From an optimization exercise on the open Yosys and OpenROAD flow, aimed at small area, a short achievable clock period and few clock cycles; shortcuts taken in it are not production practice. At most, simulation tests tie the RTL to the original design; equivalence was not proved. No activity file was given, so power comes from the tool's default toggle rates.

==> module peak_finder_fp, before the edit <==
module peak_finder_fp (
    input clk,
    input rst_n,
    output reg [12:0] bram_addr,
    input wire [31:0] bram_data,
    output reg [0:0]  web,
    output wire [6:0] addrb,
    output wire [44:0] dinb,
    input wire [31:0] threshold,
    input wire        start,
    output reg        done
);
    localparam T_NONE = 3'd0, T_BF = 3'd1, T_B1 = 3'd2, T_BM = 3'd3, T_BL = 3'd4,
               T_TS = 3'd5, T_TP = 3'd6, T_FIN = 3'd7;
    localparam S_IDLE = 3'd0, S_BASE = 3'd1, S_RR = 3'd2, S_RRT = 3'd3,
               S_REP = 3'd4, S_FINW = 3'd5;
    localparam D_NB = 2'd0, D_TS = 2'd1, D_LNB = 2'd2, D_BF = 2'd3;
    reg [2:0] st;
    reg [2:0] tA, tB, tC, tD;
    reg [2:0] bc;           
    reg [2:0] cd;           
    reg [1:0] dt;           
    reg [6:0] off;          
    reg [12:0] E;           
    reg [31:0] r1;          
    reg [3:0]  pw, pt;      
    reg [2:0]  cp;          
    reg [12:0] widx;
    reg [5:0]  cnt;         
    reg        cand;
    reg        SF;          
    reg [3:0]  S;           
    reg        lastc;       
    reg        PF, PL;      
    reg [3:0]  PS;
    assign addrb = {1'b0, cnt};
    assign dinb  = {widx, r1};
    wire [3:0] pw_n, pt_n;
    mag_cmp2 m1w (.a(bram_data[30:0]), .b(r1[30:0]),        .p(pw_n));
    mag_cmp2 m1t (.a(bram_data[30:0]), .b(threshold[30:0]), .p(pt_n));
    wire [2:0] cw, ct;
    fp_class kw (.x(r1), .c(cw));
    fp_class kt (.x(threshold), .c(ct));
    wire f_wr, f_rw, f_wt, f_tw;
    fp_gt_s2 c2w (.p(pw), .ca(cw), .cb(cp), .a_gt_b(f_wr), .b_gt_a(f_rw));
    fp_gt_s2 c2t (.p(pt), .ca(cw), .cb(ct), .a_gt_b(f_wt), .b_gt_a(f_tw));
    wire confirm = (tC == T_TS) || ((tD == T_TP) && f_wr);
    wire term    = confirm && (cnt == 6'd34);
    wire bl_issue = (st == S_BASE) && (bc == 3'd1);
    wire op_ok    = (dt == D_TS) ? !cd[0] :
                    (dt == D_NB || dt == D_LNB) ? !cd[1] : 1'b1;
    wire rr_go    = (st == S_RR) && op_ok;
    wire xfer     = (tD == T_BF);
    wire pg0      = (E == 13'd893);
    wire pg0_n    = bl_issue ? (bram_addr == 13'd956) : pg0;
    wire phantom  = (E == 13'd8154);
    wire [3:0] PS_clr = {1'b0, PS[2] & PS[3], PS[1] & (|PS[3:2]), PS[0] & (|PS[3:1])};
    function [8:0] desc(input f, input [3:0] s, input l, input g0);
        casez ({f, s, l})
            6'b1?????: desc = {D_NB, g0 ? 7'd5 : 7'd6};
            6'b01????: desc = {D_TS, 7'd7};
            6'b001???: desc = {D_TS, 7'd8};
            6'b0001??: desc = {D_TS, 7'd9};
            6'b00001?: desc = {D_TS, 7'd10};
            6'b000001: desc = {D_LNB, 7'd12};
            default:   desc = {D_BF, 7'd113};
        endcase
    endfunction
    reg        PF_n, PL_n;
    reg [3:0]  PS_n;
    reg [1:0]  dt_n;
    reg [6:0]  off_n;
    always @(*) begin
        PF_n = PF; PS_n = PS; PL_n = PL;
        dt_n = dt; off_n = off;
        if (xfer) begin
            PF_n = SF; PS_n = S; PL_n = lastc;
            {dt_n, off_n} = desc(SF, S, lastc, pg0_n);
        end else if (rr_go) begin
            case (dt)
                D_NB: begin
                    PF_n = 1'b0;
                    dt_n = desc(1'b0, PS, PL, 1'b0) >> 7;
                    off_n = pg0 ? 7'd6 : 7'd7;
                end
                D_TS: begin
                    PS_n = PS_clr;
                    {dt_n, off_n} = desc(1'b0, PS_clr, PL, 1'b0);
                end
                D_LNB: begin
                    PL_n = 1'b0;
                    dt_n = D_BF;
                    off_n = 7'd11;
                end
                default: ;
            endcase
        end else if (st == S_REP) begin
            {dt_n, off_n} = desc(1'b0, PS, PL, 1'b0);
        end
    end
    wire [12:0] rel_addr = E + {6'd0, off};
    wire [12:0] inc_addr = bram_addr + 13'd1;
    always @(posedge clk) begin
        r1 <= bram_data;
        pw <= pw_n;
        pt <= pt_n;
        cp <= cw;
        PF <= PF_n;
        PS <= PS_n;
        PL <= PL_n;
        dt <= dt_n;
        off <= off_n;
        cd <= {1'b0, cd[2:1]};
        if (tA == T_TS || tB == T_TP) widx <= bram_addr;
        if (web) cnt <= cnt + 6'd1;
        case (tD)
            T_BF: begin
                S <= 4'd0;
                cand <= f_wt;
            end
            T_B1: begin
                SF <= cand & f_rw;
                cand <= f_wt & f_wr;
            end
            T_BM: begin
                S <= {S[2:0], cand & f_rw};
                cand <= f_wt & f_wr;
            end
            T_BL: begin
                S <= {S[2:0], cand & f_rw};
                lastc <= f_wt & f_wr;
            end
            default: ;
        endcase
        bram_addr <= (st == S_IDLE) ? 13'd899 : (st == S_BASE) ? inc_addr : rel_addr;
        case (st)
            S_IDLE: begin  
                bc <= 3'd5;
                SF <= 1'b0; S <= 4'd0; lastc <= 1'b0;
                cnt <= 6'd0;
            end
            S_BASE: begin
                bc <= bc - 3'd1;
                if (bc == 3'd1) E <= {inc_addr[12:6] - 7'd1, inc_addr[5:0]};
            end
            S_RR: begin
                if (op_ok) begin
                    case (dt)
                        D_TS: cd <= 3'b011;
                        D_BF: begin
                            if (!phantom) bc <= 3'd4;
                        end
                    endcase
                end
            end
            S_RRT: cd <= 3'b111;
            default: ;
        endcase
        if (!rst_n) begin
            st <= S_IDLE;
            tA <= T_NONE; tB <= T_NONE; tC <= T_NONE; tD <= T_NONE;
            web <= 1'b0;
            done <= 1'b0;
        end else begin
            if (st == S_IDLE) begin
                tB <= T_NONE;
                tC <= T_NONE;
                tD <= T_NONE;
            end else begin
                tB <= tA;
                tC <= tB;
                tD <= tC;
            end
            web <= confirm && (cnt != 6'd34);
            done <= ((st == S_FINW) && (tD == T_FIN)) || term;
            tA <= T_NONE;
            case (st)
                S_IDLE: begin
                    if (start) begin
                        tA <= T_BF;
                        st <= S_BASE;
                    end
                end
                S_BASE: begin
                    tA <= (bc == 3'd1) ? T_BL : (tA == T_BF) ? T_B1 : T_BM;
                    if (bc == 3'd1) st <= S_RR;
                end
                S_RR: begin
                    if (op_ok) begin
                        case (dt)
                            D_NB:  st <= S_RRT;
                            D_TS: tA <= T_TS;
                            D_LNB: st <= S_RRT;
                            default: begin
                                if (phantom) begin
                                    tA <= T_FIN;
                                    st <= S_FINW;
                                end else begin
                                    tA <= T_BF;
                                    st <= S_BASE;
                                end
                            end
                        endcase
                    end
                end
                S_RRT: begin
                    tA <= T_TP;
                    st <= S_REP;
                end
                S_REP: st <= S_RR;
                S_FINW: begin
                    if (tD == T_FIN) st <= S_IDLE;
                end
                default: st <= S_IDLE;
            endcase
            if (term) begin
                st <= S_IDLE;
                tA <= T_NONE;
            end
        end
    end
endmodule
clock: 5.0 ns
lec_check: 0
cap_margin: 20
core_margin: 2
core_utilization: 40
cts_buf_list: sky130_fd_sc_hd__clkbuf_8
setup_slack_margin: 2.9
slew_margin: 20
standard.sh (not shown) runs the stock make flow with config.mk's settings and CLKGATE_MAP_FILE= SYNTH_SCRIPT=/design/flow/synth_recipe.tcl, a recipe that flattens the netlist after the stock synthesis.
==> flow/flow/run.sh <==
#!/bin/bash
# The standard layout (the standard.sh, standard synthesis unchanged), with
# the port buffers that placement inserts made of sky130_fd_sc_hd__buf_1
# instead of the resizer's default pick. Every port still gets its buffer.
set -euo pipefail
bash standard.sh "BUFFER_PORTS_ARGS=-buffer_cell sky130_fd_sc_hd__buf_1" finish > standard.log 2>&1
Testbench counts at the start, summed over its fixed seeds: cycles 20,406.
Rerun with:
--- a/flow/design.v
+++ b/flow/design.v
@@ -47,13 +47,12 @@
     reg [2:0] st;
     reg [2:0] tA, tB, tC, tD;
     reg [2:0] bc;           
-    reg [2:0] cd;           
     reg [1:0] dt;           
     reg [6:0] off;          
     reg [12:0] E;           
     reg [31:0] r1;          
     reg [3:0]  pw, pt;      
-    reg [2:0]  cp;          
+    reg [2:0]  cw, cp, ct;  
     reg [12:0] widx;
     reg [5:0]  cnt;         
     reg        cand;
@@ -67,17 +66,19 @@
     wire [3:0] pw_n, pt_n;
     mag_cmp2 m1w (.a(bram_data[30:0]), .b(r1[30:0]),        .p(pw_n));
     mag_cmp2 m1t (.a(bram_data[30:0]), .b(threshold[30:0]), .p(pt_n));
-    wire [2:0] cw, ct;
-    fp_class kw (.x(r1), .c(cw));
-    fp_class kt (.x(threshold), .c(ct));
+    wire [2:0] cw_n, ct_n;
+    fp_class kw (.x(bram_data), .c(cw_n));
+    fp_class kt (.x(threshold), .c(ct_n));
     wire f_wr, f_rw, f_wt, f_tw;
     fp_gt_s2 c2w (.p(pw), .ca(cw), .cb(cp), .a_gt_b(f_wr), .b_gt_a(f_rw));
     fp_gt_s2 c2t (.p(pt), .ca(cw), .cb(ct), .a_gt_b(f_wt), .b_gt_a(f_tw));
     wire confirm = (tC == T_TS) || ((tD == T_TP) && f_wr);
     wire term    = confirm && (cnt == 6'd34);
     wire bl_issue = (st == S_BASE) && (bc == 3'd1);
-    wire op_ok    = (dt == D_TS) ? !cd[0] :
-                    (dt == D_NB || dt == D_LNB) ? !cd[1] : 1'b1;
+    wire tgtA = (tA == T_TS) || (tA == T_TP);
+    wire tgtB = (tB == T_TS) || (tB == T_TP);
+    wire op_ok    = (dt == D_TS) ? !(tgtA || tgtB || (tC == T_TP)) :
+                    (dt == D_NB || dt == D_LNB) ? !(tgtA || (tB == T_TP)) : 1'b1;
     wire rr_go    = (st == S_RR) && op_ok;
     wire xfer     = (tD == T_BF);
     wire pg0      = (E == 13'd893);
@@ -133,13 +134,14 @@
         r1 <= bram_data;
         pw <= pw_n;
         pt <= pt_n;
+        cw <= cw_n;
         cp <= cw;
+        ct <= ct_n;
         PF <= PF_n;
         PS <= PS_n;
         PL <= PL_n;
         dt <= dt_n;
         off <= off_n;
-        cd <= {1'b0, cd[2:1]};
         if (tA == T_TS || tB == T_TP) widx <= bram_addr;
         if (web) cnt <= cnt + 6'd1;
         case (tD)
@@ -174,15 +176,9 @@
             end
             S_RR: begin
                 if (op_ok) begin
-                    case (dt)
-                        D_TS: cd <= 3'b011;
-                        D_BF: begin
-                            if (!phantom) bc <= 3'd4;
-                        end
-                    endcase
-                end
-            end
-            S_RRT: cd <= 3'b111;
+                    if (dt == D_BF && !phantom) bc <= 3'd4;
+                end
+            end
             default: ;
         endcase
         if (!rst_n) begin
The new run completed without violations. Cell area rose by about 1.6%. Setup slack got worse by 0.13 ns. Count of clock-buffer cells in the layout does not change. Total power rises by about 1.4%. Maximum frequency came out lower by 6.1%. Combinational power goes up by about 2%. Clock skew fell by 0.0031 ns. Hold slack gets worse by 0.047 ns.
No functional check of the RTL was part of the second run of this note.

* * *

The RTL this note starts from:
==> flow/design.v <==
module mag_cmp2 (
    input  wire [30:0] a,
    input  wire [30:0] b,
    output wire [3:0]  p       
);
    assign p = {a[30:15] > b[30:15], a[30:15] < b[30:15],
                a[14:0]  > b[14:0],  a[14:0]  < b[14:0]};
endmodule
module fp_class (
    input  wire [31:0] x,
    output wire [2:0]  c
);
    assign c = {x[31], (x[30:23] == 8'hff) && (x[22:0] != 0), x[30:23] == 8'h00};
endmodule
module fp_gt_s2 (
    input  wire [3:0] p,
    input  wire [2:0] ca,
    input  wire [2:0] cb,
    output wire       a_gt_b,
    output wire       b_gt_a
);
    wire gh = p[3], lh = p[2], gl = p[1], ll = p[0];
    wire mg = gh || (!lh && gl);
    wire ml = lh || (!gh && ll);
    wire sa = ca[2], sb = cb[2];
    wire ok = !ca[1] && !cb[1] && !(ca[0] && cb[0]);
    assign a_gt_b = ok && ((!sa && sb) || (!sa && !sb && mg) || (sa && sb && ml));
    assign b_gt_a = ok && ((sa && !sb) || (!sa && !sb && ml) || (sa && sb && mg));
endmodule
module peak_finder_fp (
    input clk,
    input rst_n,
    output reg [12:0] bram_addr,
    input wire [31:0] bram_data,
    output reg [0:0]  web,
    output wire [6:0] addrb,
    output wire [44:0] dinb,
    input wire [31:0] threshold,
    input wire        start,
    output reg        done
);
    localparam T_NONE = 3'd0, T_BF = 3'd1, T_B1 = 3'd2, T_BM = 3'd3, T_BL = 3'd4,
               T_TS = 3'd5, T_TP = 3'd6, T_FIN = 3'd7;
    localparam S_IDLE = 3'd0, S_BASE = 3'd1, S_RR = 3'd2, S_RRT = 3'd3,
               S_REP = 3'd4, S_FINW = 3'd5;
    localparam D_NB = 2'd0, D_TS = 2'd1, D_LNB = 2'd2, D_BF = 2'd3;
    reg [2:0] st;
    reg [2:0] tA, tB, tC, tD;
    reg [2:0] bc;           
    reg [2:0] cd;           
    reg [1:0] dt;           
    reg [6:0] off;          
    reg [12:0] E;           
    reg [31:0] r1;          
    reg [3:0]  pw, pt;      
    reg [2:0]  cw, cp, ct;  
    reg [12:0] widx;
    reg [5:0]  cnt;         
    reg        cand;
    reg        SF;          
    reg [3:0]  S;           
    reg        lastc;       
    reg        PF, PL;      
    reg [3:0]  PS;
    assign addrb = {1'b0, cnt};
    assign dinb  = {widx, r1};
    wire [3:0] pw_n, pt_n;
    mag_cmp2 m1w (.a(bram_data[30:0]), .b(r1[30:0]),        .p(pw_n));
    mag_cmp2 m1t (.a(bram_data[30:0]), .b(threshold[30:0]), .p(pt_n));
    wire [2:0] cw_n, ct_n;
    fp_class kw (.x(bram_data), .c(cw_n));
    fp_class kt (.x(threshold), .c(ct_n));
    wire f_wr, f_rw, f_wt, f_tw;
    fp_gt_s2 c2w (.p(pw), .ca(cw), .cb(cp), .a_gt_b(f_wr), .b_gt_a(f_rw));
    fp_gt_s2 c2t (.p(pt), .ca(cw), .cb(ct), .a_gt_b(f_wt), .b_gt_a(f_tw));
    wire confirm = (tC == T_TS) || ((tD == T_TP) && f_wr);
    wire term    = confirm && (cnt == 6'd34);
    wire bl_issue = (st == S_BASE) && (bc == 3'd1);
    wire op_ok    = (dt == D_TS) ? !cd[0] :
                    (dt == D_NB || dt == D_LNB) ? !cd[1] : 1'b1;
    wire rr_go    = (st == S_RR) && op_ok;
    wire xfer     = (tD == T_BF);
    wire pg0      = (E == 13'd893);
    wire pg0_n    = bl_issue ? (bram_addr == 13'd956) : pg0;
    wire phantom  = (E == 13'd8154);
    wire [3:0] PS_clr = {1'b0, PS[2] & PS[3], PS[1] & (|PS[3:2]), PS[0] & (|PS[3:1])};
    function [8:0] desc(input f, input [3:0] s, input l, input g0);
        casez ({f, s, l})
            6'b1?????: desc = {D_NB, g0 ? 7'd5 : 7'd6};
            6'b01????: desc = {D_TS, 7'd7};
            6'b001???: desc = {D_TS, 7'd8};
            6'b0001??: desc = {D_TS, 7'd9};
            6'b00001?: desc = {D_TS, 7'd10};
            6'b000001: desc = {D_LNB, 7'd12};
            default:   desc = {D_BF, 7'd113};
        endcase
    endfunction
    wire       d_f = xfer && SF;
    wire [3:0] d_s = xfer ? S : (rr_go && dt == D_TS) ? PS_clr : PS;
    wire       d_l = xfer ? lastc : PL;
    wire [8:0] d   = desc(d_f, d_s, d_l, pg0_n);
    reg        PF_n, PL_n;
    reg [3:0]  PS_n;
    reg [1:0]  dt_n;
    reg [6:0]  off_n;
    always @(*) begin
        PF_n = PF; PS_n = PS; PL_n = PL;
        dt_n = dt; off_n = off;
        if (xfer) begin
            PF_n = SF; PS_n = S; PL_n = lastc;
            {dt_n, off_n} = d;
        end else if (rr_go) begin
            case (dt)
                D_NB: begin
                    PF_n = 1'b0;
                    dt_n = d[8:7];
                    off_n = pg0 ? 7'd6 : 7'd7;
                end
                D_TS: begin
                    PS_n = PS_clr;
                    {dt_n, off_n} = d;
                end
                D_LNB: begin
                    PL_n = 1'b0;
                    dt_n = D_BF;
                    off_n = 7'd11;
                end
                default: ;
            endcase
        end else if (st == S_REP) begin
            {dt_n, off_n} = d;
        end
    end
    wire [12:0] rel_addr = E + {6'd0, off};
    wire [12:0] inc_addr = bram_addr + 13'd1;
    always @(posedge clk) begin
        r1 <= bram_data;
        pw <= pw_n;
        pt <= pt_n;
        cw <= cw_n;
        cp <= cw;
        ct <= ct_n;
        PF <= PF_n;
        PS <= PS_n;
        PL <= PL_n;
        dt <= dt_n;
        off <= off_n;
        cd <= {1'b0, cd[2:1]};
        if (tA == T_TS || tB == T_TP) widx <= bram_addr;
        if (web) cnt <= cnt + 6'd1;
        case (tD)
            T_BF: begin
                S <= 4'd0;
                cand <= f_wt;
            end
            T_B1: begin
                SF <= cand & f_rw;
                cand <= f_wt & f_wr;
            end
            T_BM: begin
                S <= {S[2:0], cand & f_rw};
                cand <= f_wt & f_wr;
            end
            T_BL: begin
                S <= {S[2:0], cand & f_rw};
                lastc <= f_wt & f_wr;
            end
            default: ;
        endcase
        bram_addr <= (st == S_IDLE) ? 13'd899 : (st == S_BASE) ? inc_addr : rel_addr;
        case (st)
            S_IDLE: begin  
                bc <= 3'd5;
                SF <= 1'b0; S <= 4'd0; lastc <= 1'b0;
                cnt <= 6'd0;
            end
            S_BASE: begin
                bc <= bc - 3'd1;
                if (bc == 3'd1) E <= {inc_addr[12:6] - 7'd1, inc_addr[5:0]};
            end
            S_RR: begin
                if (op_ok) begin
                    case (dt)
                        D_TS: cd <= 3'b011;
                        D_BF: begin
                            if (!phantom) bc <= 3'd4;
                        end
                    endcase
                end
            end
            S_RRT: cd <= 3'b111;
            default: ;
        endcase
        if (!rst_n) begin
            st <= S_IDLE;
            tA <= T_NONE; tB <= T_NONE; tC <= T_NONE; tD <= T_NONE;
            web <= 1'b0;
            done <= 1'b0;
        end else begin
            if (st == S_IDLE) begin
                tB <= T_NONE;
                tC <= T_NONE;
                tD <= T_NONE;
            end else begin
                tB <= tA;
                tC <= tB;
                tD <= tC;
            end
            web <= confirm && (cnt != 6'd34);
            done <= ((st == S_FINW) && (tD == T_FIN)) || term;
            tA <= T_NONE;
            case (st)
                S_IDLE: begin
                    if (start) begin
                        tA <= T_BF;
                        st <= S_BASE;
                    end
                end
                S_BASE: begin
                    tA <= (bc == 3'd1) ? T_BL : (tA == T_BF) ? T_B1 : T_BM;
                    if (bc == 3'd1) st <= S_RR;
                end
                S_RR: begin
                    if (op_ok) begin
                        case (dt)
                            D_NB:  st <= S_RRT;
                            D_TS: tA <= T_TS;
                            D_LNB: st <= S_RRT;
                            default: begin
                                if (phantom) begin
                                    tA <= T_FIN;
                                    st <= S_FINW;
                                end else begin
                                    tA <= T_BF;
                                    st <= S_BASE;
                                end
                            end
                        endcase
                    end
                end
                S_RRT: begin
                    tA <= T_TP;
                    st <= S_REP;
                end
                S_REP: st <= S_RR;
                S_FINW: begin
                    if (tD == T_FIN) st <= S_IDLE;
                end
                default: st <= S_IDLE;
            endcase
            if (term) begin
                st <= S_IDLE;
                tA <= T_NONE;
            end
        end
    end
endmodule
clock: 5.0 ns
lec_check: 0
cap_margin: 0
core_margin: 2
core_utilization: 40
cts_buf_list: sky130_fd_sc_hd__clkbuf_8
setup_slack_margin: 2.85
slew_margin: 0
Scripts as last shown in full above: flow/flow/run.sh
Edit:
--- a/flow/design.v
+++ b/flow/design.v
@@ -79,21 +79,21 @@
     wire op_ok    = (dt == D_TS) ? !cd[0] :
                     (dt == D_NB || dt == D_LNB) ? !cd[1] : 1'b1;
     wire rr_go    = (st == S_RR) && op_ok;
     wire xfer     = (tD == T_BF);
-    wire pg0      = (E == 13'd893);
+    wire pg0      = (E == 13'd892);
     wire pg0_n    = bl_issue ? (bram_addr == 13'd956) : pg0;
-    wire phantom  = (E == 13'd8154);
+    wire phantom  = (E == 13'd8153);
     wire [3:0] PS_clr = {1'b0, PS[2] & PS[3], PS[1] & (|PS[3:2]), PS[0] & (|PS[3:1])};
     function [8:0] desc(input f, input [3:0] s, input l, input g0);
         casez ({f, s, l})
-            6'b1?????: desc = {D_NB, g0 ? 7'd5 : 7'd6};
-            6'b01????: desc = {D_TS, 7'd7};
-            6'b001???: desc = {D_TS, 7'd8};
-            6'b0001??: desc = {D_TS, 7'd9};
-            6'b00001?: desc = {D_TS, 7'd10};
-            6'b000001: desc = {D_LNB, 7'd12};
-            default:   desc = {D_BF, 7'd113};
+            6'b1?????: desc = {D_NB, g0 ? 7'd6 : 7'd7};
+            6'b01????: desc = {D_TS, 7'd8};
+            6'b001???: desc = {D_TS, 7'd9};
+            6'b0001??: desc = {D_TS, 7'd10};
+            6'b00001?: desc = {D_TS, 7'd11};
+            6'b000001: desc = {D_LNB, 7'd13};
+            default:   desc = {D_BF, 7'd114};
         endcase
     endfunction
     wire       d_f = xfer && SF;
     wire [3:0] d_s = xfer ? S : (rr_go && dt == D_TS) ? PS_clr : PS;
@@ -113,18 +113,18 @@
             case (dt)
                 D_NB: begin
                     PF_n = 1'b0;
                     dt_n = d[8:7];
-                    off_n = pg0 ? 7'd6 : 7'd7;
+                    off_n = pg0 ? 7'd7 : 7'd8;
                 end
                 D_TS: begin
                     PS_n = PS_clr;
                     {dt_n, off_n} = d;
                 end
                 D_LNB: begin
                     PL_n = 1'b0;
                     dt_n = D_BF;
-                    off_n = 7'd11;
+                    off_n = 7'd12;
                 end
                 default: ;
             endcase
         end else if (st == S_REP) begin
@@ -175,9 +175,9 @@
                 cnt <= 6'd0;
             end
             S_BASE: begin
                 bc <= bc - 3'd1;
-                if (bc == 3'd1) E <= {inc_addr[12:6] - 7'd1, inc_addr[5:0]};
+                if (bc == 3'd1) E <= {bram_addr[12:6] - 7'd1, bram_addr[5:0]};
             end
             S_RR: begin
                 if (op_ok) begin
                     case (dt)
The changed run ran to the end with no violations.
Worst setup slack gets better by 0.13 ns.
Synthesized cell count fell slightly.
Clock-buffer cell count stays the same.
Total power rises by a few percent.
Clock power went up by roughly a tenth.
Hold slack gets better by 0.011 ns.
Global-route usage shrinks by 0.26 points.
Via count falls by a few percent.
Non-clock buffer count came out lower by 10.
No run of this note included a check of the RTL's function; only the layout flow was run.

[afterwards: timing with drivers on the ports]
Ports are ideal in the flow. The routed layouts listed here were re-timed in OpenROAD.
Step 1: set_driving_cell puts a clkbuf_16 on clk and a buf_2 on each other input, an assumption about the parent block.
Step 2 also shifts input and output timing later by t, the mid clock arrival at the registers, as if the neighbouring blocks saw the same clock.
Three values: ideal ports, drivers, drivers and shift; two values: the first two.
run	t (ns)	setup WS [ns]	hold WS [ns]	worst setup path at the end	worst slew at a driven data input, ns
the first run of note 1	0.479	2.916 / 2.913 / 2.452	0.417 / 0.417 / 0.417	input to register	0.06
the second run of note 1	0.479	2.782 / 2.782 / 2.406	0.370 / 0.370 / 0.370	input to register	0.06
the first run of note 2	0.481	2.770 / 2.770 / 2.444	0.377 / 0.377 / 0.377	input to register	0.04
the second run of note 2	0.471	2.896 / 2.870 / 2.436	0.388 / 0.388 / 0.388	input to register	0.04
After both steps setup and hold are still met in every run listed. The setup slack of the first run of note 1, which loses most, moves by -0.003 ns with the drivers and by -0.464 ns with both steps.
